Background: an optimization exercise with open tools, aiming at small area. Do not read the settings as production practice. At most, simulation tests tie the RTL to the original design; equivalence was not proved. Only the layout flow was run in runs 2 and 3; the RTL was not checked for function there. Power is estimated from default activity; no workload was simulated.

==> flow/design.v <==
module timer_top (
input wire sys_clk,
input wire sys_rst_n,
input wire dbg_mode,
input wire [11:0] tim_paddr,
input wire tim_psel,
input wire tim_penable,
input wire tim_pwrite,
input wire [31:0] tim_pwdata,
input wire [3:0] tim_pstrb,
output reg [31:0] tim_prdata,
output wire tim_pready,
output wire tim_pslverr,
output wire tim_int
);
reg rst_q;    
reg rdy;
always @(posedge sys_clk or negedge sys_rst_n)
	if (!sys_rst_n) rdy <= 1'b0;
	else            rdy <= tim_psel & tim_penable & ~rdy;
wire wr = rdy & tim_pwrite;
wire rd = rdy & ~tim_pwrite;
assign tim_pready = rdy;
wire       a_ok = (tim_paddr[11:5] == 7'd0) && (tim_paddr[1:0] == 2'd0);
wire [2:0] ai   = tim_paddr[4:2];
wire [31:0] d   = tim_pwdata;
wire [3:0]  s   = tim_pstrb;
wire tcr_w   = wr & a_ok & (ai == 3'd0);
wire tdr0_w  = wr & a_ok & (ai == 3'd1);
wire tdr1_w  = wr & a_ok & (ai == 3'd2);
wire tcmp0_w = wr & a_ok & (ai == 3'd3);
wire tcmp1_w = wr & a_ok & (ai == 3'd4);
wire tier_w  = wr & a_ok & (ai == 3'd5) & s[0];
wire tisr_w  = wr & a_ok & (ai == 3'd6) & s[0];
wire thcsr_w = wr & a_ok & (ai == 3'd7) & s[0];
reg       timer_en, div_en, int_en, int_st, halt_req, halt_ack;
reg [3:0] div_val;
wire [3:0] pdv    = d[11:8];
wire       pdv_bad = pdv[3] & (pdv[2:0] != 3'd0);
wire       dv_same = (pdv == div_val);
wire te_clr = tcr_w & ( ((s[1:0] == 2'b11) && (d == 32'h0))
			| (s[0] && timer_en && !div_en && (d[1:0] == 2'b00) && dv_same)
			| (s[0] && timer_en &&  div_en && (d[1:0] == 2'b10) && dv_same) );
wire te_keep = (s[1] & (pdv_bad | timer_en)) | (timer_en & (d[1] ^ div_en));
wire te_nxt  = te_clr ? 1'b0 : ((tcr_w & s[0]) ? (te_keep ? timer_en : d[0]) : timer_en);
wire de_nxt = (tcr_w & s[0] & ~timer_en) ? ((pdv_bad & s[1]) ? div_en : d[1]) : div_en;
wire [3:0] dv_nxt = (tcr_w & s[1] & ~timer_en & ~pdv_bad) ? pdv : div_val;
assign tim_pslverr = tcr_w & ( (timer_en & s[1] & ~dv_same)
			| (timer_en & s[0] & (d[1] ^ div_en))
			| (pdv_bad & s[1]) );
wire halt = halt_req & dbg_mode;
reg  [7:0] int_cnt;
wire [7:0] max_val;
genvar gi;
generate for (gi = 0; gi < 8; gi = gi + 1) begin : g_max
	assign max_val[gi] = div_val[3] | (div_val[2:0] > gi);
end endgenerate
wire dv_nz  = (div_val != 4'd0);
wire pulse  = (int_cnt == max_val);
wire cnt_en = ~halt & timer_en & (~div_en | ~dv_nz | pulse);
wire [7:0] ic_nxt = halt ? int_cnt :
		(~div_en | ~timer_en | pulse) ? 8'd0 :
		(dv_nz ? int_cnt + 8'd1 : int_cnt);
reg  [63:0] cnt;
wire [7:0] blk_one, blk_pre;
wire [63:0] cy;
generate for (gi = 0; gi < 8; gi = gi + 1) begin : g_blk
	assign blk_one[gi] = &cnt[8*gi+7:8*gi];
	if (gi == 0) begin : g0
		assign blk_pre[gi] = 1'b1;
	end else begin : gn
		assign blk_pre[gi] = blk_pre[gi-1] & blk_one[gi-1];
	end
end endgenerate
generate for (gi = 0; gi < 64; gi = gi + 1) begin : g_cy
	if (gi % 8 == 0) begin : gb
		assign cy[gi] = cnt_en & blk_pre[gi/8];
	end else begin : gr
		assign cy[gi] = cy[gi-1] & cnt[gi-1];
	end
end endgenerate
wire [63:0] inc = cnt ^ cy;
wire cnt_clr = (timer_en & ~te_nxt) | ~rst_q;
wire [7:0] wb = {{4{tdr1_w}} & s, {4{tdr0_w}} & s};
reg  [63:0] cnt_nxt;
integer k;
always @(*) begin
	for (k = 0; k < 64; k = k + 1)
		cnt_nxt[k] = cnt_clr ? 1'b0 : (wb[k/8] ? d[k%32] : inc[k]);
end
reg  [63:0] ncmp;    
wire [7:0] cb = {{4{tcmp1_w}} & s, {4{tcmp0_w}} & s} | {8{~rst_q}};
wire [31:0] ncd = ~d & {32{rst_q}};
reg  [63:0] cmp_nxt;
always @(*) begin
	for (k = 0; k < 64; k = k + 1)
		cmp_nxt[k] = cb[k/8] ? ncd[k%32] : ncmp[k];
end
wire [63:0] cmp = ~ncmp;
wire eq = (inc == cmp);
always @(posedge sys_clk or negedge sys_rst_n)
	if (!sys_rst_n) rst_q <= 1'b0;
	else            rst_q <= 1'b1;
always @(posedge sys_clk) begin
	if (!rst_q) begin
		timer_en <= 1'b0;
		div_en   <= 1'b0;
		div_val  <= 4'd1;
		int_en   <= 1'b0;
		int_st   <= 1'b0;
		halt_req <= 1'b0;
		halt_ack <= 1'b0;
		int_cnt  <= 8'd0;
	end else begin
		timer_en <= te_nxt;
		div_en   <= de_nxt;
		div_val  <= dv_nxt;
		int_en   <= tier_w ? d[0] : int_en;
		int_st   <= (tisr_w & d[0]) ? 1'b0 : (eq | int_st);
		halt_req <= thcsr_w ? d[0] : halt_req;
		halt_ack <= dbg_mode & halt_req;
		int_cnt  <= ic_nxt;
	end
end
always @(posedge sys_clk) begin
	cnt  <= cnt_nxt;
	ncmp <= cmp_nxt;
end
assign tim_int = int_en & int_st & rst_q;
always @(*) begin
	tim_prdata = 32'h0;
	if (rd & a_ok)
		case (ai)
			3'd0: tim_prdata = {20'b0, div_val, 6'b0, div_en, timer_en};
			3'd1: tim_prdata = inc[31:0];
			3'd2: tim_prdata = inc[63:32];
			3'd3: tim_prdata = cmp[31:0];
			3'd4: tim_prdata = cmp[63:32];
			3'd5: tim_prdata = {31'b0, int_en};
			3'd6: tim_prdata = {31'b0, int_st};
			3'd7: tim_prdata = {30'b0, halt_ack, halt_req};
		endcase
end
endmodule
==> flow/flow/run.sh <==
#!/bin/bash
# The standard ORFS layout, with:
#  - port buffers of sky130_fd_sc_hd__buf_1
#  - clock tree of clkbuf_8, without dummy loads
#  - the standard flow's synthesis script, with only ABC's mapping script replaced by flow/abc.script
set -o pipefail
here=$(pwd)
export BUFFER_PORTS_ARGS="-buffer_cell sky130_fd_sc_hd__buf_1"
export CTS_ARGS="-sink_clustering_enable -repair_clock_nets -dont_use_dummy_load -buf_list sky130_fd_sc_hd__clkbuf_8"
{
  echo "proc abc {args} {"
  echo "  set i [lsearch -exact \$args -script]"
  echo "  if {\$i >= 0} { lset args [expr {\$i + 1}] $here/flow/abc.script }"
  echo "  yosys abc {*}\$args"
  echo "}"
  cat synth_recipe.tcl
} > my_synth.tcl
sed "s#SYNTH_SCRIPT=[^ ]*#SYNTH_SCRIPT=$here/my_synth.tcl#" standard.sh > my_standard.sh
bash my_standard.sh > standard.log 2>&1
==> flow/flow/abc.script <==
strash
dch -f
amap
==> flow/standard.sh <==
#!/bin/bash
# synth_recipe.tcl (not shown) runs the flow's synth.tcl, then flattens the netlist and writes it again
# the make line also repeats each setting of config.mk as NAME=value (left out here)
make -C /OpenROAD-flow-scripts/flow DESIGN_CONFIG=/design/flow/config.mk WORK_HOME=/design/flow/orfs CLKGATE_MAP_FILE= SYNTH_SCRIPT=/design/flow/synth_recipe.tcl "${@:-finish}"
==> flow/config.mk <==
export PLATFORM = sky130hd
export DESIGN_NAME = timer_top
export DESIGN_NICKNAME = timer_top
export VERILOG_FILES = /design/flow/design.v
export SDC_FILE = /design/flow/constraint.sdc
export NUM_CORES = 4
export LEC_CHECK = 0
export CAP_MARGIN = 20
export CORE_MARGIN = 2
export CORE_UTILIZATION = 40
export SLEW_MARGIN = 20
==> flow/constraint.sdc <==
create_clock -name core_clock -period 5.5 [get_ports {sys_clk}]
set_input_delay 1.1000 -clock core_clock [delete_from_list [all_inputs] [get_ports {sys_clk}]]
set_output_delay 1.1000 -clock core_clock [all_outputs]
set_load 0.01 [all_outputs]
==> summary.md, run 1 <==
| Metric | Value |
|---|---|
| Vias | 7,946 |
| Hpwl dp | 20.2 mm |
| Synth top cells by count | nor2_1, dfxtp_1, clkinv_1, edfxtp_1, a22oi_1 |
| Highest Clock Rate | 167 MHz |
| IO Pins | 89 |
| TNS Setup | -4830 ps |
| Placed insts | 1,322 |
| Peak supply drop | 0.162 mV |
| WP data arrival | 4880 ps |
| Clock power frac | 32.0% |
| Drt initial violations | 551 |
| Crit path kind | register to output port |
| Worst Tran Pin Value | 1050 ps |
| Simple logic cell fraction of the synthesized area | 20.5% |
| Max Cap Violations | 0 |
| Register bit total from synthesis | 148 |
| Routed len/inst | 20.7 um |
| Total grt overflow | 0 |
| CTS Hold Bufs | 0 |
| Core area | 19,500 um^2 |
| Hold Crit Class | input port to async pin |
| Req. time, crit path | 4400 ps |
| Fin util | 51.6% |
| P_int | 1.50 mW |
| Row count | 51 |
| Pwr Total | 2.01 mW |
| Most Crowded Layer GR | met2 |
| Unrepaired setup endpoints after global routing | true |
| Fin crit period | 5980 ps |
| Yosys Warn Count | 1 |
| Antenna violations before repair | 1 |
| Synth Area per Inst | 8.87 um^2 |
| H-tree depth | 4 |
| Number of CTS-inserted buffers | 17 |
| Switching pwr | 516 uW |
| Final setup viols | 18 |
| Fin cells | 1,351 |
| Mux contribution to synthesized area | 0% |
| Antenna diode count | 0 |
| Max_slew headroom | 29.5% |
| Number of flops mapped to enable cells by yosys | 64 |
| Logic pwr share | 8.4% |
| CTS tree | built |
| Residual DRC count | 0 |
| Clock latency (worst-skew pair) | 470 ps |
| Crit-path max FO | 4 |
| Clock-pin transition on the worst setup and hold timing paths | 80 ps |
| Power Dens Cells | 200 nW/um^2 |
| Main combinational cell family by area after synthesis | compound AO/OA/AOI/OAI gates |
| Fraction of registers with async set/reset | 1.35% |
| Leak | 3.59 nW |
| Die height | 145 um |
| Startpoint Class | register |
| Adder-Cell Fraction of Synth Area | 9.01% |
| Top-count cell post-synth | nor2_1 |
| Area added between synthesis and finish | 26.7% |
| FF-to-FF path depth | 33 |
| Tcrit/Tclk final | 109% |
| Top FF cell, synth | dfxtp_1 |
| Instance count of the mapped netlist | 893 |
| Synthesized area | 7920 um^2 |
| CP endpoint kind | output port |
| Met1 Track Usage GR | 36.3% |
| Reg power frac | 59.6% |
| Fillcell total | 1,894 |
| Initial Util | 40.7% |
| WHS | 401 ps |
| Fin. max-slew vios | 0 |
| Clock Skew | 26.4 ps |
| RR Endpoint | int_st |
| Longest Clk Path Bufs | 2 |
| SO Viols | setup timing |
| Compound-Gate Fraction of Synth Area | 21.7% |
| WL final | 27.9 mm |
| Total track usage | 27.3% |
| Drt via density | 5.88 |
| CTS sink count | 148 |
| Nets@finish | 1,199 |
| Most used cell, CP | ha_4 |
| Status | complete, but fails checks |
| Largest net degree at the start of global routing | 44 |
| Post-synth top area cell | edfxtp_1 |
| Place WS | -625 ps |
| Fraction of layout cells with a size suffix above 1 | 17.4% |
| Port-buffer cells | 88 |
| Global-route wire length before repair | 42.3 mm |
| Gpl congestion | 0.949 |
| Area after DPL | 9170 um^2 |
| Final ANT Viol Nets | 0 |
| R2r startpoint | div_val[3] |
| Met2 Use GR | 44.8% |
| Final WS setup | -481 ps |
| Switching share of power | 25.6% |
| DRT Pass-1 Iters | 6 |
| Die X | 145 um |
| Synth area leaders | edfxtp_1, dfxtp_1, nor2_1 |
| Flop-to-flop setup slack | 30 ps |
| Post-synthesis sequential area ratio | 45.6% |
| Max stage delay on crit path | 380 ps |
| Library cells used by synthesis | 35 |
| DIE AREA | 20,900 um^2 |
| GR Util met3 | 5.82% |
| Crit path max-delay cell type | dfxtp_4 |
| Post-synthesis xor/xnor area fraction | 0% |
| Clock root cell | clkbuf_8 |
| Design Area, Final | 10,000 um^2 |
| Vias in the first global route | 7,513 |
| Synth top area share | 24.3% |
| Hold Fails Final Rpt | 0 |
## layer usage
metal | up-vias | wire length [um]
met4 | 2 | 678
met2 | 350 | 12900
met5 | - | 13
li1 | 3773 | -
met1 | 3774 | 11900
met3 | 47 | 2470
## cells in the final DEF (no fill, tap or decap), types with 14 or more instances in the layout
master	count
a22oi_1	63
nor3_1	36
ha_4	21
buf_4	85
a221oi_1	17
nor2_1	208
nand3_1	14
edfxtp_1	64
ha_1	34
nand2_1	36
clkbuf_8	17
o21ai_0	33
a21oi_1	38
dfxtp_1	79
o22ai_1	27
nand4_1	20
buf_1	77
clkinv_1	55
a211oi_1	25
## power by group through the flow
stage	registers [mW]	clock network (mW)	logic, mW
2_1_floorplan	1.22	0	0.0742
3_3_place_gp	1.22	0	0.164
3_5_place_dp	1.22	0	0.163
4_1_cts	1.20	0.648	0.165
5_1_grt	1.20	0.692	0.181
6_report	1.20	0.643	0.169
## flip-flops by register name (all words and copies together) (netlist names)
signal and cells:
ncmp 64, rst_q 1, cnt 64, halt_ack 1, int_st 1, timer_en 1, halt_req 1, rdy 1
int_cnt 8, div_val 4, div_en 1, int_en 1
## area by class of cell
cell class	count	area (um^2)	area share (%)
inverter	65	260	2.59
clock buffer	17	234	2.33
tap	265	332	3.30
multi-input combinational	680	4570	45.6
timing repair buffer	176	1020	10.1
sequential	148	3620	36.1
## logic make-up after synthesis
group | count (synthesis)
AND/OR/NAND/NOR | 369
AO/OA/AOI/OAI | 253
flip-flops | 148
buffers and inverters | 65
adder cells (fa/ha/maj) | 57
other | 1
## what timing repair did
item | in CTS | in global routing
pin swaps | 19 | 21
setup endpoints to repair | 31 | 31
setup buffers | 9 | 6
gates cloned | 0 | 0
gates resized for setup | 89 | 35
## worst max-delay path by stage
stage | from | endpoint | slack [ps] | cells past startpoint
2_1_floorplan | div_val[1] | tim_prdata[31] | 20 | 25
3_3_place_gp | div_val[2] | tim_prdata[31] | -470 | 27
3_5_place_dp | div_val[2] | tim_prdata[31] | -620 | 27
4_1_cts | div_val[3] | tim_prdata[31] | -460 | 28
5_1_grt | div_val[3] | tim_prdata[31] | -760 | 28
6_report | div_val[3] | tim_prdata[31] | -480 | 28
## critical path: cells and delay by family (launching register included)
| family | cells | cell delay [ps] |
|---|---|---|
| compound gates | 8 | 1290 |
| buf+inv | 6 | 790 |
| simple gates | 7 | 940 |
| fa+ha+maj | 7 | 970 |
| flops | 1 | 380 |
==> inputs of run 2 (changes only) <==
--- a/flow/design.v
+++ b/flow/design.v
@@ -52,9 +52,9 @@
 reg  [7:0] int_cnt;
-wire [7:0] max_val;
+reg        pulse;
+wire [7:0] max_nxt;
 genvar gi;
 generate for (gi = 0; gi < 8; gi = gi + 1) begin : g_max
-	assign max_val[gi] = div_val[3] | (div_val[2:0] > gi);
+	assign max_nxt[gi] = dv_nxt[3] | (dv_nxt[2:0] > gi);
 end endgenerate
 wire dv_nz  = (div_val != 4'd0);
-wire pulse  = (int_cnt == max_val);
 wire cnt_en = ~halt & timer_en & (~div_en | ~dv_nz | pulse);
@@ -63,2 +63,3 @@
 		(dv_nz ? int_cnt + 8'd1 : int_cnt);
+wire pulse_nxt = (ic_nxt == max_nxt);
 reg  [63:0] cnt;
@@ -113,2 +114,3 @@
 		int_cnt  <= 8'd0;
+		pulse    <= 1'b0;
 	end else begin
@@ -122,2 +124,3 @@
 		int_cnt  <= ic_nxt;
+		pulse    <= pulse_nxt;
 	end
==> flow/flow/abc.script (replaced) <==
strash
dch
&get -n
&st
&dch
&nf
&put
==> summary.md, run 2 <==
| Metric | Value |
|---|---|
| Status | complete, but fails checks |
| SO Viols | setup timing |
| DIE AREA | 21,000 um^2 (+0.34%) |
| Met3 wire length | 2.25 mm (-8.8%) |
| Instance count of the mapped netlist | 867 (-2.9%) |
| Clock power frac | 31.7% (-0.3 points) |
| Met2 routed WL | 12.1 mm (-6.1%) |
| Initial Util | 40.8% (+0.14 points) |
| Commonest non-fill, non-tap cell in the layout | nand2_1 |
| Synth area leaders | edfxtp_1, dfxtp_1, ha_1 |
| Post-synthesis sequential area ratio | 45.7% (+0.094 points) |
| Register bit total from synthesis | 149 (+0.68%) |
| Metal-1 WL | 11.4 mm (-3.9%) |
| Fraction of registers with async set/reset | 1.34% (-0.0091 points) |
| Routed len/inst | 20.6 um (-0.20%) |
| H-tree depth | 4 (unchanged) |
| Reg power frac | 59.9% (+0.3 points) |
| Yosys Warn Count | 1 (unchanged) |
| Fin util | 48.8% (-2.8 points) |
| Number of CTS-inserted buffers | 17 (unchanged) |
| Worst Tran Pin Value | 974 ps (-77.3 ps) |
| Fraction of layout cells with a size suffix above 1 | 10.8% (-6.6 points) |
| Final ANT Viol Nets | 0 (unchanged) |
| Peak supply drop | 0.160 mV (-0.84%) |
| Clock root cell | clkbuf_8 |
| Pwr Total | 2.01 mW (+0.14%) |
| Global-route wire length before repair | 40.8 mm (-3.6%) |
| Final setup viols | 6 (-12) |
| Number of flops mapped to enable cells by yosys | 64 (unchanged) |
| Post-synth top area cell | edfxtp_1 |
| IO Pins | 89 (unchanged) |
| Clock-pin transition on the worst setup and hold timing paths | 70 ps (about the same) |
| WL final | 26.4 mm (-5.4%) |
| Highest layer used for signal routing | met4 |
| Clock Skew | 31.0 ps (+4.56 ps) |
| CTS Hold Bufs | 0 (unchanged) |
| CTS tree | built |
| Req. time, crit path | 4400 ps (about the same) |
| Tcrit/Tclk final | 103% (-5.3 points) |
| Drt initial violations | 640 (+16%) |
| Antenna diode count | 0 (unchanged) |
| Unrepaired setup endpoints after global routing | true |
| P_int | 1.51 mW (+0.70%) |
| Startpoint Class | register |
| Synth Area per Inst | 9.17 um^2 (+3.4%) |
| Total track usage | 25.2% (-2.1 points) |
| Power Dens Cells | 212 nW/um^2 (+5.9%) |
| Antenna violations before repair | 0 (-1) |
| Total grt overflow | 0 (unchanged) |
| Hpwl dp | 19.4 mm (-3.7%) |
| Gpl congestion | 0.921 (-2.9%) |
| Fin. max-slew vios | 0 (unchanged) |
| Synth top area share | 24.2% (-0.084 points) |
| Commonest non-fill, non-tap cells in the layout | nand2_1, a21oi_1, nor2_1, dfxtp_1, buf_1 |
| Vias in the first global route | 7,209 (-4.0%) |
| Switching share of power | 25.2% (-0.42 points) |
| Die height | 145 um (+0.17%) |
| Row count | 51 (unchanged) |
| Longest Clk Path Bufs | 2 (unchanged) |
| Nets@finish | 1,128 (-5.9%) |
| Final WS setup | -189 ps (+292 ps) |
| Library cells used by synthesis | 43 (+23%) |
| CTS sink count | 149 (+0.68%) |
| Core area | 19,500 um^2 (unchanged) |
| Top Registers | cnt x64, ncmp x64, int_cnt x8 |
| Synth top cells by count | nand2_1, a21oi_1, nor2_1, dfxtp_1, edfxtp_1 |
| Clock latency (worst-skew pair) | 460 ps (about the same) |
| CP endpoint kind | output port |
| Fin crit period | 5690 ps (-292 ps) |
| Drt via density | 5.89 (+0.15%) |
| Leak | 3.34 nW (-7.0%) |
| FF-to-FF path depth | 21 (-36%) |
| Port-buffer cells | 88 (unchanged) |
| Residual DRC count | 0 (unchanged) |
| Switching pwr | 508 uW (-1.5%) |
| Die X | 145 um (+0.17%) |
| Max Cap Violations | 0 (unchanged) |
| Fillcell total | 1,880 (-0.74%) |
| DRT Pass-1 Iters | 5 (-1) |
| Largest net degree at the start of global routing | 39 (-11%) |
| Top FF cell, synth | dfxtp_1 |
| WP data arrival | 4590 ps (-290 ps) |
| Vias | 7,540 (-5.1%) |
| Hold Fails Final Rpt | 0 (unchanged) |
| Area added between synthesis and finish | 19.4% |
| Logic pwr share | 8.3% (about the same) |
| Top-count cell post-synth | nand2_1 |
| Max_slew headroom | 34.6% (+5.1 points) |
| Highest Clock Rate | 176 MHz (+5.1%) |
| Crit-path max FO | 4 (unchanged) |
| Hold Crit Class | input port to async pin |
| Crit path kind | register to output port |
| Synthesized area | 7950 um^2 (+0.35%) |
run 2: metrics by stage:
stage	area (um^2)	cells	TNS [ps]	hold WS [ps]	setup WS, ps
2_1_floorplan	7980	867	0	429	48.8
3_3_place_gp	8980	1260	-499	443	-239
3_5_place_dp	8980	1260	-927	450	-326
4_1_cts	9420	1278	-1050	400	-329
5_1_grt	9490	1280	-2130	400	-414
6_report	9490	1280	-471	422	-189
run 2: logic make-up after synthesis:
group	count (synthesis)	synth area share [%]
and+or+nand+nor	389	22.7
muxes	4	0.504
other	1	0.0472
DFF	149	45.7
buffers and inverters	9	0.425
AOI/OAI and AO/OA	186	13.7
xor gates and xnor gates	72	7.94
adders and majority gates	57	8.97
run 2: path summary, 6_finish.rpt:
| path | slack, ps | to | start |
|---|---|---|---|
| worst max-delay path | -190 | tim_prdata[31] | div_val[2] |
| worst min-delay path | 420 | rst_q | sys_rst_n |
| worst max register to register | 530 | int_st | div_val[2] |
| worst min register to register | 460 | int_en | int_en |
| max in group asynchronous | 4940 | rdy | sys_rst_n |
| min in group core_clock | 460 | int_en | int_en |
run 2: power groups by stage:
stage | combinational, mW | clock [mW] | sequential, mW
finish | 0.168 | 0.639 | 1.21
global route | 0.180 | 0.694 | 1.21
CTS | 0.162 | 0.648 | 1.21
detailed placement | 0.161 | 0 | 1.23
global placement | 0.163 | 0 | 1.23
floorplan | 0.0728 | 0 | 1.22
run 2: timing repair:
action / in CTS / in global routing
pin swaps: 15 / 10
gates resized for setup: 38 / 19
endpoints found under the setup margin: 12 / 13
hold endpoints to repair: 0 / 0
buffers inserted: 1 / 2
run 2: worst max-delay path, cell delays in order (launching register included):
cell,delay (ps)
dfxtp_1,310
or4_4,570
a221oi_4,340
and3_4,250
nand2_2,60
or3_4,370
or3_4,360
nor3_4,140
and4_1,240
ha_2,200
ha_4,130
ha_4,120
ha_4,120
ha_4,120
ha_4,120
ha_4,130
xor2_2,140
nand2_1,70
o221ai_1,70
a21oi_1,60
nor2_1,80
buf_2,130
run 2: layout make-up:
| type | count | area (um^2) | area share, % |
|---|---|---|---|
| Clock buffer | 17 | 234 | 2.47 |
| Inverter | 9 | 33.8 | 0.356 |
| Multi-Input combinational cell | 709 | 4580 | 48.2 |
| Sequential cell | 149 | 3630 | 38.3 |
| Tap cell | 265 | 332 | 3.49 |
| Timing Repair Buffer | 131 | 678 | 7.14 |
run 2: metal layers:
layer	GRT usage, %	vias up
met4	8.76	0
met2	39.6	368
met5	0	-
met3	4.62	42
met1	34.9	3599
li1	-	3531
==> inputs of run 3 (changes only) <==
--- a/flow/flow/run.sh
+++ b/flow/flow/run.sh
@@ -8,3 +8,3 @@
 export BUFFER_PORTS_ARGS="-buffer_cell sky130_fd_sc_hd__buf_1"
-export CTS_ARGS="-sink_clustering_enable -repair_clock_nets -dont_use_dummy_load -buf_list sky130_fd_sc_hd__clkbuf_8"
+export CTS_ARGS="-sink_clustering_enable -repair_clock_nets -dont_use_dummy_load -buf_list sky130_fd_sc_hd__clkbuf_8 -sink_clustering_size 30 -sink_clustering_max_diameter 100"
 {
==> summary.md, run 3 <==
| Metric | Value |
|---|---|
| Hold Fails Final Rpt | 0 (unchanged) |
| Final ANT Viol Nets | 0 (unchanged) |
| Largest net degree at the start of global routing | 39 (unchanged) |
| Fin util | 48.8% (unchanged) |
| Row count | 51 (unchanged) |
| WP data arrival | 4590 ps (about the same) |
| Design Area, Final | 9490 um^2 (unchanged) |
| Hold Crit Class | input port to async pin |
| CP endpoint kind | output port |
| Crit path max-delay family | simple AND/OR/NAND/NOR gates |
| Fin. max-slew vios | 0 (unchanged) |
| Most used cell, CP | ha_4 |
| Area added between synthesis and finish | 19.4% (unchanged) |
| Number of CTS-inserted buffers | 17 (unchanged) |
| Yosys Warn Count | 1 (unchanged) |
| Clock root cell | clkbuf_8 |
| Buf/Inv on CP | 1 (unchanged) |
| Clock Skew | 31.0 ps (unchanged) |
| CTS Hold Bufs | 0 (unchanged) |
| CP Cell Sequence | or4_4, a221oi_4, and3_4, nand2_2, or3_4, or3_4, nor3_4, and4_1, ha_2, ha_4, ha_4, ha_4, ha_4, ha_4, ha_4, xor2_2, nand2_1, o221ai_1, a21oi_1, nor2_1, buf_2 |
| Final WS setup | -189 ps (unchanged) |
| Synthesized area | 7950 um^2 (unchanged) |
| Residual DRC count | 0 (unchanged) |
| Unrepaired setup endpoints after global routing | true |
| Initial Util | 40.8% (unchanged) |
| Hpwl dp | 19.4 mm (unchanged) |
| H-tree depth | 4 (unchanged) |
| Vias in the first global route | 7,209 (unchanged) |
| Post-synthesis sequential area ratio | 45.7% (unchanged) |
| Drt via density | 5.89 (unchanged) |
| Fin crit period | 5690 ps (unchanged) |
| Peak supply drop | 0.160 mV (unchanged) |
| Fin cells | 1,280 (unchanged) |
| Synth top area share | 24.2% (unchanged) |
| Antenna diode count | 0 (unchanged) |
| Crit path max-delay cell type | or4_4 |
| Top-count cell post-synth | nand2_1 |
| DIE AREA | 21,000 um^2 (unchanged) |
| Longest Clk Path Bufs | 2 (unchanged) |
| Register bit total from synthesis | 149 (unchanged) |
| Leak | 3.34 nW (unchanged) |
| Max Cap Violations | 0 (unchanged) |
| Commonest non-fill, non-tap cell in the layout | nand2_1 |
| IO Pins | 89 (unchanged) |
| CTS tree | built |
| Status | complete, but fails checks |
| Antenna violations before repair | 0 (unchanged) |
| Pwr Total | 2.01 mW (unchanged) |
| Top Registers | cnt x64, ncmp x64, int_cnt x8 |
| Max stage delay on crit path | 570 ps (about the same) |
| Die X | 145 um (unchanged) |
| Top FF cell, synth | dfxtp_1 |
| Nets@finish | 1,128 (unchanged) |
| Place WS | -326 ps (unchanged) |
| Power Dens Cells | 212 nW/um^2 (unchanged) |
| Placed insts | 1,260 (unchanged) |
| Final setup viols | 6 (unchanged) |
| Clock latency (worst-skew pair) | 460 ps (about the same) |
| Core area | 19,500 um^2 (unchanged) |
| DRT Pass-1 Iters | 5 (unchanged) |
| Drt initial violations | 640 (unchanged) |
| Max_slew headroom | 34.6% (unchanged) |
| Highest Clock Rate | 176 MHz (unchanged) |
| Total grt overflow | 0 (unchanged) |
| WHS | 422 ps (unchanged) |
| SO Viols | setup timing |
| Worst Tran Pin Value | 974 ps (unchanged) |
| Fillcell total | 1,880 (unchanged) |
| Instance count of the mapped netlist | 867 (unchanged) |
| Crit-path max FO | 4 (unchanged) |
| Startpoint Class | register |
| Crit path kind | register to output port |
| Total track usage | 25.2% (unchanged) |
| Synth area leaders | edfxtp_1, dfxtp_1, ha_1 |
| Req. time, crit path | 4400 ps (about the same) |
| Area after DPL | 8980 um^2 (unchanged) |
| Clock-pin transition on the worst setup and hold timing paths | 70 ps (about the same) |
| Vias | 7,540 (unchanged) |
| Global-route wire length before repair | 40.8 mm (unchanged) |
| Die height | 145 um (unchanged) |
| Library cells used by synthesis | 43 (unchanged) |
| Port-buffer cells | 88 (unchanged) |
| WL final | 26.4 mm (unchanged) |
| Fraction of registers with async set/reset | 1.34% (unchanged) |
| Tcrit/Tclk final | 103% (unchanged) |
| CTS sink count | 149 (unchanged) |
| Synth Area per Inst | 9.17 um^2 (unchanged) |
| Synth top cells by count | nand2_1, a21oi_1, nor2_1, dfxtp_1, edfxtp_1 |
| Routed len/inst | 20.6 um (unchanged) |
| Commonest non-fill, non-tap cells in the layout | nand2_1, a21oi_1, nor2_1, dfxtp_1, buf_1 |
| Post-synth top area cell | edfxtp_1 |
| Number of flops mapped to enable cells by yosys | 64 (unchanged) |
| Fraction of layout cells with a size suffix above 1 | 10.8% (unchanged) |
| Gpl congestion | 0.921 (unchanged) |
| TNS Setup | -471 ps (unchanged) |
## run 3: report_power, final
| part | total, mW | leakage [nW] | internal [mW] | switching, mW |
|---|---|---|---|---|
| Combinational | 0.168 | 1.86 | 0.0487 | 0.119 |
| Clock | 0.639 | 0.122 | 0.272 | 0.367 |
| Sequential | 1.21 | 1.35 | 1.18 | 0.0223 |
| Total | 2.01 | 3.34 | 1.51 | 0.508 |
## run 3: worst paths after layout
check,cells past startpoint,from,slack [ps],to
max,21,div_val[2],-190,tim_prdata[31]
min,1,sys_rst_n,420,rst_q
max reg2reg,21,div_val[2],530,int_st
min reg2reg,2,int_en,460,int_en
max in group asynchronous,1,sys_rst_n,4940,rdy
min in group core_clock,2,int_en,460,int_en
## run 3: logic make-up (layout without fill, tap and decap cells)
group,count (synthesis),in the layout,share of synthesized area (%)
buffers and inverters,9,157,0.425
AND/OR/NAND/NOR,389,389,22.7
multiplexers,4,4,0.504
AO/OA/AOI/OAI,186,186,13.7
flip-flops,149,149,45.7
XOR/XNOR,72,72,7.94
other,1,1,0.0472
adder cells (fa/ha/maj),57,57,8.97
## run 3: final cells by class
type                       count  area (um^2)  share of cell area (%)
multi-input combinational    709         4580                    48.2
sequential                   149         3630                    38.3
timing repair buffer         131          678                    7.14
tap                          265          332                    3.49
clock buffer                  17          234                    2.47
inverter                       9         33.8                   0.356
## run 3: repair_timing
item	in CTS	in global routing
gates resized for setup	38	19
cloned	0	0
endpoints found under the setup margin	12	13
setup buffers	1	2
endpoints found under the hold margin	0	0
pin swaps	15	10
## run 3: metal layers
layer	vias up	wire length [um]	GRT usage (%)	share of wire, %
li1	3531	-	-	-
met1	3599	11400	34.9	43
met2	368	12100	39.6	46
met3	42	2250	4.62	8.5
met4	0	636	8.76	2.4
met5	-	0	0	0
==> inputs of run 4 (changes only) <==
--- a/flow/design.v
+++ b/flow/design.v
@@ -59,3 +59,3 @@
 wire dv_nz  = (div_val != 4'd0);
-wire cnt_en = ~halt & timer_en & (~div_en | ~dv_nz | pulse);
+wire run_en = timer_en & (~div_en | ~dv_nz | pulse);
 wire [7:0] ic_nxt = halt ? int_cnt :
@@ -75,5 +75,8 @@
 end endgenerate
+wire [7:0] blk_cy;
+timer_cen u_cen (.halt_req(halt_req), .dbg_mode(dbg_mode),
+	.run_en(run_en), .blk_pre(blk_pre), .cy(blk_cy));
 generate for (gi = 0; gi < 64; gi = gi + 1) begin : g_cy
 	if (gi % 8 == 0) begin : gb
-		assign cy[gi] = cnt_en & blk_pre[gi/8];
+		assign cy[gi] = blk_cy[gi/8];
 	end else begin : gr
@@ -147 +150,10 @@
 endmodule
+module timer_cen (
+input wire halt_req,
+input wire dbg_mode,
+input wire run_en,
+input wire [7:0] blk_pre,
+output wire [7:0] cy
+);
+assign cy = blk_pre & {8{run_en & ~(halt_req & dbg_mode)}};
+endmodule
--- a/flow/flow/run.sh
+++ b/flow/flow/run.sh
@@ -8,3 +8,3 @@
 export BUFFER_PORTS_ARGS="-buffer_cell sky130_fd_sc_hd__buf_1"
-export CTS_ARGS="-sink_clustering_enable -repair_clock_nets -dont_use_dummy_load -buf_list sky130_fd_sc_hd__clkbuf_8 -sink_clustering_size 30 -sink_clustering_max_diameter 100"
+export CTS_ARGS="-sink_clustering_enable -repair_clock_nets -dont_use_dummy_load -buf_list sky130_fd_sc_hd__clkbuf_8"
 {
--- a/flow/config.mk
+++ b/flow/config.mk
@@ -7,5 +7,6 @@
 export LEC_CHECK = 0
-export CAP_MARGIN = 20
+export CAP_MARGIN = 0
 export CORE_MARGIN = 2
 export CORE_UTILIZATION = 40
-export SLEW_MARGIN = 20
+export SLEW_MARGIN = 0
+export SYNTH_HIERARCHICAL = 1
==> summary.md, run 4 <==
| Metric | Value |
|---|---|
| R2r startpoint | cnt[6] |
| Top Registers | cnt x64, ncmp x64, int_cnt x8 |
| Worst Tran Pin Value | 1070 ps (+95.9 ps) |
| Power Dens Cells | 215 nW/um^2 (+1.3%) |
| H-tree depth | 4 (unchanged) |
| WL final | 27.6 mm (+4.3%) |
| Synth area leaders | edfxtp_1, dfxtp_1, ha_1 |
| Synth Area per Inst | 9.23 um^2 (+0.66%) |
| Clock-pin transition on the worst setup and hold timing paths | 80 ps (about the same) |
| GR Util met3 | 6.21% (+1.6 points) |
| Clock latency (worst-skew pair) | 460 ps (about the same) |
| Vias | 7,549 (+0.12%) |
| RR Endpoint | int_st |
| Number of flops mapped to enable cells by yosys | 64 (unchanged) |
| Register bit total from synthesis | 149 (unchanged) |
| Drt initial violations | 643 (+0.47%) |
| CTS sink count | 149 (unchanged) |
| Crit-path max FO | 2 (-2) |
| Number of CTS-inserted buffers | 17 (unchanged) |
| Top-count cell post-synth | a21oi_1 |
| Die height | 145 um (+0.38%) |
| Fraction of registers with async set/reset | 1.34% (unchanged) |
| Final WS setup | 97.3 ps (+287 ps) |
| Drt via density | 5.92 (+0.51%) |
| Antenna violations before repair | 0 (unchanged) |
| Area after DPL | 8940 um^2 (-0.39%) |
| Hold Fails Final Rpt | 0 (unchanged) |
| Clock Skew | 35.5 ps (+4.56 ps) |
| Hold Crit Class | input port to async pin |
| FF-to-FF path depth | 21 (unchanged) |
| Post-synth top area cell | edfxtp_1 |
| Global-route wire length before repair | 41.6 mm (+1.9%) |
| Total track usage | 25.7% (+0.53 points) |
| Longest Clk Path Bufs | 2 (unchanged) |
| Synth top area share | 24.0% (-0.19 points) |
| Routed len/inst | 21.6 um (+4.7%) |
| DRT Pass-1 Iters | 5 (unchanged) |
| Total grt overflow | 0 (unchanged) |
| Residual DRC count | 0 (unchanged) |
| Req. time, crit path | 4400 ps (about the same) |
| Synth top cells by count | a21oi_1, nand2_1, nor2_1, dfxtp_1, edfxtp_1 |
| Commonest non-fill, non-tap cells in the layout | a21oi_1, nand2_1, nor2_1, buf_1, dfxtp_1 |
| Vias in the first global route | 7,168 (-0.57%) |
| Met1 Track Usage GR | 34.0% (-0.95 points) |
| Fraction of layout cells with a size suffix above 1 | 7.82% (-3.0 points) |
| IO Pins | 89 (unchanged) |
| DIE AREA | 21,200 um^2 (+0.75%) |
| Unrepaired setup endpoints after global routing | true |
| Max_slew headroom | 28.2% (-6.4 points) |
| Startpoint Class | register |
| Port-buffer cells | 88 (unchanged) |
| Leak | 3.35 nW (+0.41%) |
| Peak supply drop | 0.139 mV (-13%) |
| Yosys Warn Count | 7 (+6) |
| Largest net degree at the start of global routing | 44 (+13%) |
| Top FF cell, synth | dfxtp_1 |
| Synthesized area | 8010 um^2 (+0.77%) |
| Met2 Use GR | 41.1% (+1.5 points) |
| Core area | 19,500 um^2 (+0.33%) |
| Status | finished clean |
| Place WS | 122 ps (+448 ps) |
| Antenna diode count | 0 (unchanged) |
| Final setup viols | 0 (-6) |
| Crit path kind | register to output port |
| CP endpoint kind | output port |
| Fin. max-slew vios | 0 (unchanged) |
| Tcrit/Tclk final | 98.2% (-5.2 points) |
| Fin crit period | 5400 ps (-287 ps) |
| Hpwl dp | 19.9 mm (+2.4%) |
| Instance count of the mapped netlist | 868 (+0.12%) |
| Initial Util | 41.0% (+0.18 points) |
| Commonest non-fill, non-tap cell in the layout | a21oi_1 |
| Flop-to-flop setup slack | 780 ps (+250 ps) |
| Clock root cell | clkbuf_8 |
| CTS tree | built |
| Most Crowded Layer GR | met2 |
| Highest Clock Rate | 185 MHz (+5.3%) |
| Fillcell total | 1,963 (+4.4%) |
| Nets@finish | 1,123 (-0.44%) |
| Gpl congestion | 0.908 (-1.5%) |
| Max Cap Violations | 0 (unchanged) |
| Library cells used by synthesis | 46 (+7.0%) |
| Final ANT Viol Nets | 0 (unchanged) |
| Area added between synthesis and finish | 16.9% |
| Row count | 51 (unchanged) |
| WP data arrival | 4300 ps (-290 ps) |
| Post-synthesis sequential area ratio | 45.4% (-0.35 points) |
| Design Area, Final | 9360 um^2 (-1.4%) |
| Die X | 145 um (+0.38%) |
-- run 4: changes by cell type after synthesis, sizes merged, moves of 5 or more --
cell / delta
o22ai: -5
a221oi: -6
o221ai: +7
xnor2: -11
a21oi: +7
a22oi: +5
nor3: -5
xor2: +9
nor2: -11
nand2: -15
and2: +10
o21ai: +10
-- run 4: Yosys stat by module, one instance, submodules excluded --
module / cell area [um^2] / cells
timer_cen: 57.6 / 9
timer_top: 7950 / 859
-- run 4: worst max path at each step --
stage,from,end,slack [ps],cells after the start
global route,cnt[6],tim_prdata[31],-120,21
detailed placement,cnt[6],tim_prdata[31],120,21
CTS,cnt[11],tim_prdata[31],10,21
finish,cnt[6],tim_prdata[31],100,21
floorplan,cnt[6],tim_prdata[31],640,20
global placement,cnt[5],tim_prdata[31],390,21
-- run 4: cell families after synthesis --
kind of cell             synth area share (%)
flip-flops                               45.4
AO/OA/AOI/OAI                            15.2
multiplexers                            0.500
XOR/XNOR                                 7.66
buffers and inverters                   0.562
adder cells (fa/ha/maj)                  8.91
other                                  0.0468
AND/OR/NAND/NOR                          21.7
-- run 4: per-layer routing --
layer,part of all wire (%),wire length (um),vias up
met3,8.1,2220,50
met1,42,11700,3616
met2,46,12800,349
li1,-,-,3534
met5,0,0,-
met4,3.0,838,0
-- run 4: power breakdown --
| part | total, mW | internal (mW) | switching (mW) |
|---|---|---|---|
| registers | 1.21 | 1.18 | 0.0235 |
| clock network | 0.632 | 0.272 | 0.360 |
| logic | 0.173 | 0.0515 | 0.122 |
-- run 4: timing repair --
item	CTS	global route
gates resized for setup	5	27
endpoints found under the setup margin	6	5
pin swaps	5	11
hold buffers	0	0
buffers inserted	2	3
-- run 4: critical path, stage by stage (launching register included) --
cell      delay, ps
dfxtp_2         330
nand4_1         180
nor4_2          380
nand2_1         120
or3_4           350
or3_4           360
nor3_4          220
and4_1          230
and2_4          150
ha_4            130
ha_4            120
ha_4            120
ha_4            130
ha_4            130
ha_4            130
ha_4            130
xor2_2          130
nand2_1          80
o221ai_2         70
a21oi_1          60
nor2_1          130
buf_2           150
-- run 4: cell type report --
| class | instances | area [um^2] | area share, % |
|---|---|---|---|
| flip-flops and latches | 149 | 3640 | 38.9 |
| repair buffers | 124 | 616 | 6.58 |
| well taps | 265 | 332 | 3.54 |
| multi-input cells | 708 | 4500 | 48.0 |
| inverters | 12 | 45.0 | 0.481 |
| clock buffers | 17 | 234 | 2.50 |
-- run 4: metrics by stage --
stage          TNS [ps]  total power, mW  hold slack, ps  std cells  util [%]
2_1_floorplan         0             1.30             425        869         -
3_3_place_gp          0             1.40             441       1253      45.8
3_5_place_dp          0             1.40             444       1253      45.8
4_1_cts               0             2.02             393       1272      47.2
5_1_grt            -207             2.08             398       1275      47.9
6_report              0             2.01             411       1275      47.9
==> inputs of run 5 (changes only) <==
--- a/flow/config.mk
+++ b/flow/config.mk
@@ -10,2 +10,3 @@
 export CORE_UTILIZATION = 40
+export GPL_TIMING_DRIVEN = 0
 export SLEW_MARGIN = 0
==> summary.md, run 5 <==
| Metric | Value |
|---|---|
| Req. time, crit path | 4400 ps (about the same) |
| Synthesized area | 8010 um^2 (unchanged) |
| Max Cap Violations | 0 (unchanged) |
| Synth top cells by count | a21oi_1, nand2_1, nor2_1, dfxtp_1, edfxtp_1 |
| Residual DRC count | 0 (unchanged) |
| IO Pins | 89 (unchanged) |
| Fraction of registers with async set/reset | 1.34% (unchanged) |
| Compound-Gate Fraction of Synth Area | 15.2% (unchanged) |
| Synth Area per Inst | 9.23 um^2 (unchanged) |
| Vias in the first global route | 7,246 (+1.1%) |
| Vias | 7,439 (-1.5%) |
| Top-count cell post-synth | a21oi_1 |
| Worst Tran Pin Value | 1260 ps (+186 ps) |
| Highest Clock Rate | 172 MHz (-7.1%) |
| Synth area leaders | edfxtp_1, dfxtp_1, ha_1 |
| Gpl congestion | 0.888 (-2.1%) |
| Routed len/inst | 21.4 um (-1.1%) |
| Power Dens Cells | 214 nW/um^2 (-0.63%) |
| Total track usage | 25.6% (-0.17 points) |
| Place WS | -1090 ps (-1210 ps) |
| Max_slew headroom | 16.1% (-12 points) |
| Die X | 145 um (unchanged) |
| WL final | 26.9 mm (-2.4%) |
| Switching pwr | 516 uW (+2.2%) |
| Fin. max-slew vios | 0 (unchanged) |
| Largest net degree at the start of global routing | 45 (+2.3%) |
| Post-synthesis sequential area ratio | 45.4% (unchanged) |
| Antenna diode count | 0 (unchanged) |
| DRT Pass-1 Iters | 6 (+1) |
| Final setup viols | 6 (+6) |
| Drt via density | 5.91 (-0.20%) |
| Flop-to-flop setup slack | 600 ps (-180 ps) |
| Antenna violations before repair | 0 (unchanged) |
| Yosys Warn Count | 7 (unchanged) |
| Clock-pin transition on the worst setup and hold timing paths | 100 ps (+20 ps) |
| Core area | 19,500 um^2 (unchanged) |
| Final ANT Viol Nets | 0 (unchanged) |
| Post-synth top area cell | edfxtp_1 |
| Port-buffer cells | 88 (unchanged) |
| CTS tree | built |
| CP Cell Sequence | nand4_1, nor4_4, nand2_1, or3_4, or3_4, nor3_4, and4_1, and2_4, ha_4, ha_4, ha_4, ha_4, ha_4, ha_4, ha_4, xor2_4, nand2_1, o221ai_2, a21oi_2, nor2_1, buf_2 |
| Crit path kind | register to output port |
| Synth top area share | 24.0% (unchanged) |
| Fin crit period | 5810 ps (+411 ps) |
| Unrepaired setup endpoints after global routing | true |
| Crit path max-delay family | simple AND/OR/NAND/NOR gates |
| CP endpoint kind | output port |
| Tcrit/Tclk final | 106% (+7.5 points) |
| Number of flops mapped to enable cells by yosys | 64 (unchanged) |
| DIE AREA | 21,200 um^2 (unchanged) |
| Number of CTS-inserted buffers | 17 (unchanged) |
| Final WS setup | -314 ps (-411 ps) |
| Top FF cell, synth | dfxtp_1 |
| Hpwl dp | 19.8 mm (-0.61%) |
| Crit-path max FO | 2 (unchanged) |
| Top Registers | cnt x64, ncmp x64, int_cnt x8 |
| Register bit total from synthesis | 149 (unchanged) |
| Most used cell, CP | ha_4 |
| Commonest non-fill, non-tap cells in the layout | a21oi_1, nand2_1, nor2_1, buf_1, dfxtp_1 |
| Clock power frac | 31.9% (+0.5 points) |
| FF-to-FF path depth | 19 (-9.5%) |
| P_int | 1.51 mW (about the same) |
| Area added between synthesis and finish | 18.3% |
| Library cells used by synthesis | 46 (unchanged) |
| H-tree depth | 4 (unchanged) |
| Status | complete, but fails checks |
| Peak supply drop | 0.145 mV (+4.2%) |
| Crit path max-delay cell type | nor4_4 |
| CTS sink count | 149 (unchanged) |
| Switching share of power | 25.5% (+0.41 points) |
| Global-route wire length before repair | 41.7 mm (+0.17%) |
| Instance count of the mapped netlist | 868 (unchanged) |
| Startpoint Class | register |
| Adder-Cell Fraction of Synth Area | 8.91% (unchanged) |
| Drt initial violations | 629 (-2.2%) |
| Buf/Inv on CP | 1 (unchanged) |
| Die height | 145 um (unchanged) |
| RR Endpoint | int_st |
| WP data arrival | 4710 ps (+410 ps) |
| Nets@finish | 1,107 (-1.4%) |
| Reg power frac | 59.6% (-0.4 points) |
| Hold Crit Class | input port to async pin |
| Hold Fails Final Rpt | 0 (unchanged) |
| Initial Util | 41.0% (unchanged) |
| Commonest non-fill, non-tap cell in the layout | a21oi_1 |
| Clock root cell | clkbuf_8 |
| Placed insts | 1,234 (-1.5%) |
| Fin cells | 1,259 (-1.3%) |
| Leak | 3.33 nW (-0.71%) |
| Row count | 51 (unchanged) |
| Logic pwr share | 8.5% (about the same) |
| Fraction of layout cells with a size suffix above 1 | 8.45% (+0.63 points) |
| Total grt overflow | 0 (unchanged) |
| Clock latency (worst-skew pair) | 480 ps (+20 ps) |
| Simple logic cell fraction of the synthesized area | 21.7% (unchanged) |
| SO Viols | setup timing |
| Mux contribution to synthesized area | 0.500% (unchanged) |
| Longest Clk Path Bufs | 2 (unchanged) |
| Main combinational cell family by area after synthesis | simple AND/OR/NAND/NOR gates |
| R2r startpoint | cnt[3] |
| Max stage delay on crit path | 410 ps (+30 ps) |
| Clock Skew | 34.9 ps (-0.644 ps) |
| Post-synthesis xor/xnor area fraction | 7.66% (unchanged) |
run 5: changes by cell type in the layout (fill, tap and decap cells not counted), moves of 4 or more:
cell and change:
buf_8 +4, ha_1 -8, o21ai_1 +7, ha_4 +6
buf_1 -4, o21ai_0 -7, buf_4 -25
run 5: area by class of cell:
cell class                      instances  area (um^2)
Tap cell                              265          332
Fill cell                            1929        10100
Inverter                               12         46.3
Multi-Input combinational cell        708         4640
Timing Repair Buffer                  108          582
Sequential cell                       149         3640
Clock buffer                           17          234
run 5: cell families after synthesis:
family,count (synthesis)
XOR/XNOR,70
other,1
AND/OR/NAND/NOR,367
multiplexers,4
AO/OA/AOI/OAI,208
buffers and inverters,12
flip-flops,149
adder cells (fa/ha/maj),57
run 5: worst max-delay path by stage:
stage            startpoint             end  slack, ps  cells after the start
2_1_floorplan        cnt[6]  tim_prdata[31]        640                     20
3_3_place_gp   tim_paddr[4]         cnt[60]      -3160                      7
3_5_place_dp         cnt[6]  tim_prdata[31]      -1090                     21
4_1_cts              cnt[3]  tim_prdata[31]       -240                     21
5_1_grt              cnt[7]  tim_prdata[31]       -430                     21
6_report             cnt[3]  tim_prdata[31]       -310                     21
run 5: through the flow:
stage | power, mW | utilization (%) | hold slack [ps] | area, um^2 | setup TNS, ps
floorplan | 1.30 | - | 425 | 8020 | 0
CTS | 2.02 | 48.0 | 396 | 9370 | -615
global route | 2.09 | 48.5 | 413 | 9470 | -1670
detailed placement | 1.40 | 45.5 | 443 | 8880 | -6620
global placement | 1.39 | 44.4 | 441 | 8680 | -220680
finish | 2.02 | 48.5 | 409 | 9470 | -817
run 5: modules after synthesis (local to each module, per instance):
| module | flip-flops and latches | cells | cell area, um^2 |
|---|---|---|---|
| timer_cen | 0 | 9 | 57.6 |
| timer_top | 149 | 859 | 7950 |
run 5: power groups by stage:
stage	registers, mW	clock network, mW	logic [mW]
final	1.21	0.645	0.172
after global routing	1.21	0.700	0.183
after CTS	1.21	0.648	0.168
after detailed placement	1.23	0	0.166
after global placement	1.23	0	0.157
after floorplan	1.22	0	0.0733
run 5: worst register-to-register path, delay by kind of cell (launching register included):
kind / cells / cell delay, ps
AO/OA/AOI/OAI: 1 / 100
XOR/XNOR: 1 / 230
adder cells (fa/ha/maj): 6 / 1020
flip-flops: 1 / 350
AND/OR/NAND/NOR: 11 / 3110
run 5: metal layers:
layer	global-route usage [%]	routed length, um	share of wire, %
met3	4.83	1920	7.1
met2	39.7	12200	45
met1	35.2	11800	44
met5	0	0	0
met4	10.3	929	3.5
run 5: timing repair:
action                                  4_1_cts  5_1_grt
hold buffers                                  0        0
pin swaps                                    16        0
gates resized for setup                      42       18
endpoints found under the setup margin       22       13
cloned                                        0        0
buffers inserted                              6        1
==> inputs of run 6 (changes only) <==
--- a/flow/config.mk
+++ b/flow/config.mk
@@ -7,7 +7,6 @@
 export LEC_CHECK = 0
-export CAP_MARGIN = 0
+export CAP_MARGIN = 20
 export CORE_MARGIN = 2
-export CORE_UTILIZATION = 40
-export GPL_TIMING_DRIVEN = 0
-export SLEW_MARGIN = 0
+export CORE_UTILIZATION = 50
+export SLEW_MARGIN = 20
 export SYNTH_HIERARCHICAL = 1
==> summary.md, run 6 <==
| Metric | Value |
|---|---|
| Die height | 131 um (-10%) |
| CP endpoint kind | output port |
| Top-count cell post-synth | a21oi_1 |
| Peak supply drop | 0.121 mV (-17%) |
| Fin cells | 1,237 (-1.7%) |
| Initial Util | 50.8% (+9.8 points) |
| Instance count of the mapped netlist | 868 (unchanged) |
| H-tree depth | 4 (unchanged) |
| WL final | 27.4 mm (+1.8%) |
| Port-buffer cells | 88 (unchanged) |
| Clock-pin transition on the worst setup and hold timing paths | 70 ps (-30 ps) |
| Status | finished clean |
| Row count | 46 (-9.8%) |
| Startpoint Class | register |
| Gpl congestion | 0.952 (+7.1%) |
| Crit-path max FO | 2 (unchanged) |
| Largest net degree at the start of global routing | 45 (unchanged) |
| Max_slew headroom | 35.9% (+20 points) |
| Vias in the first global route | 7,016 (-3.2%) |
| Synth area leaders | edfxtp_1, dfxtp_1, ha_1 |
| Placed insts | 1,200 (-2.8%) |
| Crit path kind | register to output port |
| Fin util | 59.7% (+11 points) |
| Fillcell total | 1,456 (-25%) |
| Worst Tran Pin Value | 961 ps (-295 ps) |
| Leak | 3.40 nW (+2.1%) |
| Drt via density | 6.14 (+3.9%) |
| Fin crit period | 5380 ps (-438 ps) |
| Synth top area share | 24.0% (unchanged) |
| Top FF cell, synth | dfxtp_1 |
| Buf/Inv on CP | 14 (+13) |
| Vias | 7,591 (+2.0%) |
| Hpwl dp | 20.0 mm (+0.85%) |
| Top Registers | cnt x64, ncmp x64, int_cnt x8 |
| CTS Hold Bufs | 0 (unchanged) |
| Final ANT Viol Nets | 0 (unchanged) |
| Critical Path Source | cnt[3] |
| Tcrit/Tclk final | 97.7% (-8.0 points) |
| CTS tree | built |
| Hold Crit Class | input port to async pin |
| Power Dens Cells | 214 nW/um^2 (+0.22%) |
| R2r startpoint | cnt[3] |
| Post-synth top area cell | edfxtp_1 |
| Synth top cells by count | a21oi_1, nand2_1, nor2_1, dfxtp_1, edfxtp_1 |
| Area added between synthesis and finish | 17.7% |
| FF-to-FF path depth | 28 (+9) |
| Drt initial violations | 774 (+23%) |
| Nets@finish | 1,134 (+2.4%) |
| Global-route wire length before repair | 40.8 mm (-2.2%) |
| Max stage delay on crit path | 330 ps (-80 ps) |
| WHS | 431 ps (+21.2 ps) |
| Commonest non-fill, non-tap cells in the layout | a21oi_1, nand2_1, nor2_1, buf_1, dfxtp_1 |
| Total track usage | 32.4% (+6.8 points) |
| Routed len/inst | 22.2 um (+3.7%) |
| Library cells used by synthesis | 46 (unchanged) |
| Die X | 131 um (-10%) |
| CTS sink count | 149 (unchanged) |
| Post-synthesis sequential area ratio | 45.4% (unchanged) |
| Fraction of registers with async set/reset | 1.34% (unchanged) |
| Crit path max-delay family | buffers and inverters |
| Commonest non-fill, non-tap cell in the layout | a21oi_1 |
| Register bit total from synthesis | 149 (unchanged) |
| Number of flops mapped to enable cells by yosys | 64 (unchanged) |
| Max Cap Violations | 0 (unchanged) |
| Final setup viols | 0 (-6) |
| Synthesized area | 8010 um^2 (unchanged) |
| Hold Fails Final Rpt | 0 (unchanged) |
| Antenna diode count | 0 (unchanged) |
| DRT Pass-1 Iters | 5 (-1) |
| IO Pins | 89 (unchanged) |
| Highest Clock Rate | 186 MHz (+8.2%) |
| Longest Clk Path Bufs | 2 (unchanged) |
| Crit path max-delay cell type | dfxtp_2 |
| Antenna violations before repair | 0 (unchanged) |
| Fraction of layout cells with a size suffix above 1 | 9.79% (+1.3 points) |
| Yosys Warn Count | 7 (unchanged) |
| Residual DRC count | 0 (unchanged) |
| Flop-to-flop setup slack | 870 ps (+270 ps) |
| Fin. max-slew vios | 0 (unchanged) |
| Core area | 15,800 um^2 (-19%) |
| Number of CTS-inserted buffers | 17 (unchanged) |
| DIE AREA | 17,000 um^2 (-19%) |
| Req. time, crit path | 4400 ps (about the same) |
| Most used cell, CP | buf_4 |
| RR Endpoint | int_st |
| Clock root cell | clkbuf_8 |
| Synth Area per Inst | 9.23 um^2 (unchanged) |
| WP data arrival | 4280 ps (-430 ps) |
| Clock latency (worst-skew pair) | 460 ps (-20 ps) |
| Clock Skew | 21.6 ps (-13.2 ps) |
| Total grt overflow | 0 (unchanged) |
## run 6: kinds of logic after synthesis
logic type	after synthesis	share of synthesized area (%)
AND/OR/NAND/NOR	367	21.7
adder cells (fa/ha/maj)	57	8.91
other	1	0.0468
multiplexers	4	0.500
flip-flops	149	45.4
buffers and inverters	12	0.562
XOR/XNOR	70	7.66
AO/OA/AOI/OAI	208	15.2
## run 6: through the flow
| stage | power [mW] | setup WS [ps] | cell area [um^2] | setup TNS [ps] |
|---|---|---|---|---|
| 6_report | 2.02 | 125 | 9420 | 0 |
| 5_1_grt | 2.08 | -65.1 | 9420 | -72.0 |
| 4_1_cts | 2.02 | 35.2 | 9220 | 0 |
| 3_5_place_dp | 1.40 | 114 | 8840 | 0 |
| 3_3_place_gp | 1.40 | 337 | 8840 | 0 |
| 2_1_floorplan | 1.30 | 636 | 8020 | 0 |
## run 6: repair_timing
item	4_1_cts	5_1_grt
gates resized for setup	7	39
setup buffers	15	5
setup endpoints to repair	7	9
pin swaps	5	11
## run 6: how the worst max path moves through the flow
stage	cells past startpoint	endpoint	slack (ps)
after detailed placement	21	tim_prdata[31]	110
after global placement	21	tim_prdata[31]	340
after CTS	21	tim_prdata[31]	40
final	27	tim_prdata[15]	120
after floorplan	20	tim_prdata[31]	640
after global routing	21	tim_prdata[31]	-70
## run 6: area by class of cell
type                       instances  area (um^2)  area share [%]
timing repair buffer             135          686            7.28
sequential                       149         3640            38.7
multi-input combinational        708         4540            48.2
tap                              216          270            2.87
clock buffer                      17          234            2.48
inverter                          12         45.0           0.478
## run 6: worst register-to-register path: cells and delay by family (launching register included)
kind | cells | cell delay, ps
buf+inv | 13 | 1600
fa+ha+maj | 7 | 1120
simple gates | 6 | 1010
compound gates | 2 | 510
flops | 1 | 330
## run 6: modules after synthesis (local to each module, per instance)
module | flops+latches | area, um^2 | cells
timer_cen | 0 | 57.6 | 9
timer_top | 149 | 7950 | 859
## run 6: power by group
| part | switching, mW | internal [mW] | total [mW] |
|---|---|---|---|
| combinational | 0.121 | 0.0499 | 0.170 |
| sequential | 0.0237 | 1.18 | 1.21 |
| clock | 0.367 | 0.272 | 0.639 |
## run 6: layer usage
layer / wire length [um] / vias up / global-route usage, %
met1: 11700 / 3617 / 44.3
met3: 2130 / 50 / 4.52
met5: 0 / - / 0
met4: 701 / 0 / 9.95
li1: - / 3545 / -
met2: 12900 / 379 / 53.5
==> inputs of run 7 (changes only) <==
--- a/flow/config.mk
+++ b/flow/config.mk
@@ -9,3 +9,3 @@
 export CORE_MARGIN = 2
-export CORE_UTILIZATION = 50
+export CORE_UTILIZATION = 40
 export SLEW_MARGIN = 20
==> summary.md, run 7 <==
| Metric | Value |
|---|---|
| Max Cap Violations | 0 (unchanged) |
| Initial Util | 41.0% (-9.8 points) |
| Worst Tran Pin Value | 1070 ps (+109 ps) |
| Flop-to-flop setup slack | 780 ps (-90 ps) |
| Row count | 51 (+11%) |
| Fraction of layout cells with a size suffix above 1 | 7.82% (-2.0 points) |
| Die X | 145 um (+11%) |
| Req. time, crit path | 4400 ps (about the same) |
| Fillcell total | 1,963 (+35%) |
| Drt initial violations | 643 (-17%) |
| Status | finished clean |
| Synthesized area | 8010 um^2 (unchanged) |
| CTS sink count | 149 (unchanged) |
| Switching pwr | 505 uW (-1.1%) |
| Synth Area per Inst | 9.23 um^2 (unchanged) |
| Gpl congestion | 0.908 (-4.6%) |
| Hpwl dp | 19.9 mm (-0.23%) |
| CP endpoint kind | output port |
| Register bit total from synthesis | 149 (unchanged) |
| DIE AREA | 21,200 um^2 (+24%) |
| WL final | 27.6 mm (+0.57%) |
| Total track usage | 25.7% (-6.6 points) |
| IO Pins | 89 (unchanged) |
| Post-synth top area cell | edfxtp_1 |
| Leak | 3.35 nW (-1.4%) |
| Clock power frac | 31.4% (-0.3 points) |
| Pwr Total | 2.01 mW (-0.22%) |
| Power Dens Cells | 215 nW/um^2 (+0.42%) |
| Top FF cell, synth | dfxtp_1 |
| Fin. max-slew vios | 0 (unchanged) |
| CTS tree | built |
| Reg power frac | 60.0% (about the same) |
| Clock-pin transition on the worst setup and hold timing paths | 80 ps (about the same) |
| Fin crit period | 5400 ps (+27.3 ps) |
| Longest Clk Path Bufs | 2 (unchanged) |
| Final ANT Viol Nets | 0 (unchanged) |
| WP data arrival | 4300 ps (+20 ps) |
| Port-buffer cells | 88 (unchanged) |
| Core area | 19,500 um^2 (+24%) |
| Tcrit/Tclk final | 98.2% (+0.50 points) |
| Global-route wire length before repair | 41.6 mm (+2.0%) |
| Startpoint Class | register |
| Register area | 3640 um^2 (-0.17%) |
| P_int | 1.51 mW (about the same) |
| Design Area, Final | 9360 um^2 (-0.64%) |
| Hold Fails Final Rpt | 0 (unchanged) |
| Fraction of registers with async set/reset | 1.34% (unchanged) |
| Unrepaired setup endpoints after global routing | true |
| Area added between synthesis and finish | 16.9% |
| Switching share of power | 25.1% (-0.23 points) |
| H-tree depth | 4 (unchanged) |
| Library cells used by synthesis | 46 (unchanged) |
| Total grt overflow | 0 (unchanged) |
| DRT Pass-1 Iters | 5 (unchanged) |
| Commonest non-fill, non-tap cells in the layout | a21oi_1, nand2_1, nor2_1, buf_1, dfxtp_1 |
| Synth top cells by count | a21oi_1, nand2_1, nor2_1, dfxtp_1, edfxtp_1 |
| Yosys Warn Count | 7 (unchanged) |
| Peak supply drop | 0.139 mV (+15%) |
| Nets@finish | 1,123 (-0.97%) |
| Top Registers | cnt x64, ncmp x64, int_cnt x8 |
| Vias in the first global route | 7,168 (+2.2%) |
| Area after DPL | 8940 um^2 (+1.2%) |
| Largest net degree at the start of global routing | 44 (-2.2%) |
| Hold Crit Class | input port to async pin |
| Drt via density | 5.92 (-3.5%) |
| Final setup viols | 0 (unchanged) |
| Commonest non-fill, non-tap cell in the layout | a21oi_1 |
| Top-count cell post-synth | a21oi_1 |
| Number of flops mapped to enable cells by yosys | 64 (unchanged) |
| Crit-path max FO | 2 (unchanged) |
| CTS Hold Bufs | 0 (unchanged) |
| Synth area leaders | edfxtp_1, dfxtp_1, ha_1 |
| Number of CTS-inserted buffers | 17 (unchanged) |
| Instance count of the mapped netlist | 868 (unchanged) |
| Clock Skew | 35.5 ps (+13.9 ps) |
| Routed len/inst | 21.6 um (-2.4%) |
| Residual DRC count | 0 (unchanged) |
| Highest Clock Rate | 185 MHz (-0.51%) |
| Clock root cell | clkbuf_8 |
| Post-synthesis sequential area ratio | 45.4% (unchanged) |
| Vias | 7,549 (-0.55%) |
| Synth top area share | 24.0% (unchanged) |
| Die height | 145 um (+11%) |
| Clock latency (worst-skew pair) | 460 ps (about the same) |
| Crit path kind | register to output port |
| Antenna violations before repair | 0 (unchanged) |
| Antenna diode count | 0 (unchanged) |
| Max_slew headroom | 28.2% (-7.7 points) |
| Multi-input logic area | 4500 um^2 (-0.99%) |
| Logic pwr share | 8.6% (+0.2 points) |
[run 7: cell types whose count changed in the layout (fill, tap and decap cells not counted), sizes merged]
cell	delta
buf	-11
[run 7: modules after synthesis, one instance, submodules excluded]
module / cell area (um^2) / copies in the design / flip-flops and latches
timer_top: 7950 / 1 / 149
timer_cen: 57.6 / 1 / 0
[run 7: per-layer routing]
layer	vias to the layer above	GRT usage (%)	wire, um
met3	50	6.21	2220
met4	0	9.46	838
li1	3534	-	-
met5	-	0	0
met1	3616	34.0	11700
met2	349	41.1	12800
[run 7: stage by stage]
stage,utilization [%],TNS (ps),cells,hold WS (ps),worst slack (ps)
floorplan,-,0,869,425,636
CTS,47.2,0,1272,393,14.1
global route,47.9,-207,1275,398,-123
global placement,45.8,0,1253,441,389
detailed placement,45.8,0,1253,444,122
finish,47.9,0,1275,411,97.3
[run 7: path summary, 6_finish.rpt]
kind | to | from | cells after the start
setup / recovery | tim_prdata[31] | cnt[6] | 21
hold / removal | rdy | sys_rst_n | 1
setup reg to reg | int_st | cnt[6] | 21
hold reg to reg | int_en | int_en | 2
max in group asynchronous | rst_q | sys_rst_n | 1
min in group core_clock | int_en | int_en | 2
[run 7: final cells by class]
class / count / share of cell area (%)
Timing Repair Buffer: 124 / 6.58
Multi-Input combinational cell: 708 / 48.0
Sequential cell: 149 / 38.9
Inverter: 12 / 0.481
Clock buffer: 17 / 2.50
Tap cell: 265 / 3.54
[run 7: timing repair]
action,4_1_cts,5_1_grt
setup endpoints to repair,6,5
pin swaps,5,11
resized for setup,5,27
buffers inserted,2,3
[run 7: worst max-delay path: stages, from the launching register on]
cell and delay [ps]:
dfxtp_2 330, nand4_1 180, nor4_2 380, nand2_1 120, or3_4 350, or3_4 360, nor3_4 220, and4_1 230
and2_4 150, ha_4 130, ha_4 120, ha_4 120, ha_4 130, ha_4 130, ha_4 130, ha_4 130
xor2_2 130, nand2_1 80, o221ai_2 70, a21oi_1 60, nor2_1 130, buf_2 150
[run 7: power by group through the flow]
stage / logic (mW) / registers, mW / clock network, mW
after floorplan: 0.0733 / 1.22 / 0
after global placement: 0.169 / 1.23 / 0
after detailed placement: 0.169 / 1.23 / 0
after CTS: 0.170 / 1.21 / 0.643
after global routing: 0.184 / 1.21 / 0.688
final: 0.173 / 1.21 / 0.632
[run 7: kinds of logic (layout without fill, tap and decap cells)]
kind of cell             Yosys count  after routing  synth area share (%)
AND/OR/NAND/NOR                  367            367                  21.7
AO/OA/AOI/OAI                    208            208                  15.2
flip-flops                       149            149                  45.4
XOR/XNOR                          70             70                  7.66
adder cells (fa/ha/maj)           57             57                  8.91
buffers and inverters             12            153                 0.562
multiplexers                       4              4                 0.500
other                              1              2                0.0468

[port drivers added, routing unchanged]
The results above use ideal ports. As a check the final layouts listed here were re-extracted and re-timed, cells and wires unchanged. Step 1 sets driving cells, clkbuf_16 on the clock port and buf_2 on the other inputs (assumed; they add their load-dependent delay and slew). Step 2 times the ports against the registers' clock, not the clock port: input delays grow and output delays shrink by t, the midpoint of the rising clock arrivals with the driver on. a / b / c = ideal ports / drivers / drivers and shift; a / b = the first two.
| run | t (ns) | slack for setup (ns) | cell pins on the clock port's net |
|---|---|---|---|
| run 1 | 0.499 | -0.481 / -0.522 / -0.023 | 1 |
| run 2 | 0.485 | -0.189 / -0.230 / -0.141 | 1 |
| run 3 | 0.485 | -0.189 / -0.230 / -0.141 | 1 |
| run 4 | 0.484 | 0.097 / 0.060 / 0.544 | 1 |
| run 5 | 0.496 | -0.314 / -0.352 / 0.145 | 1 |
| run 6 | 0.487 | 0.125 / 0.085 / 0.535 | 1 |
| run 7 | 0.484 | 0.097 / 0.060 / 0.544 | 1 |
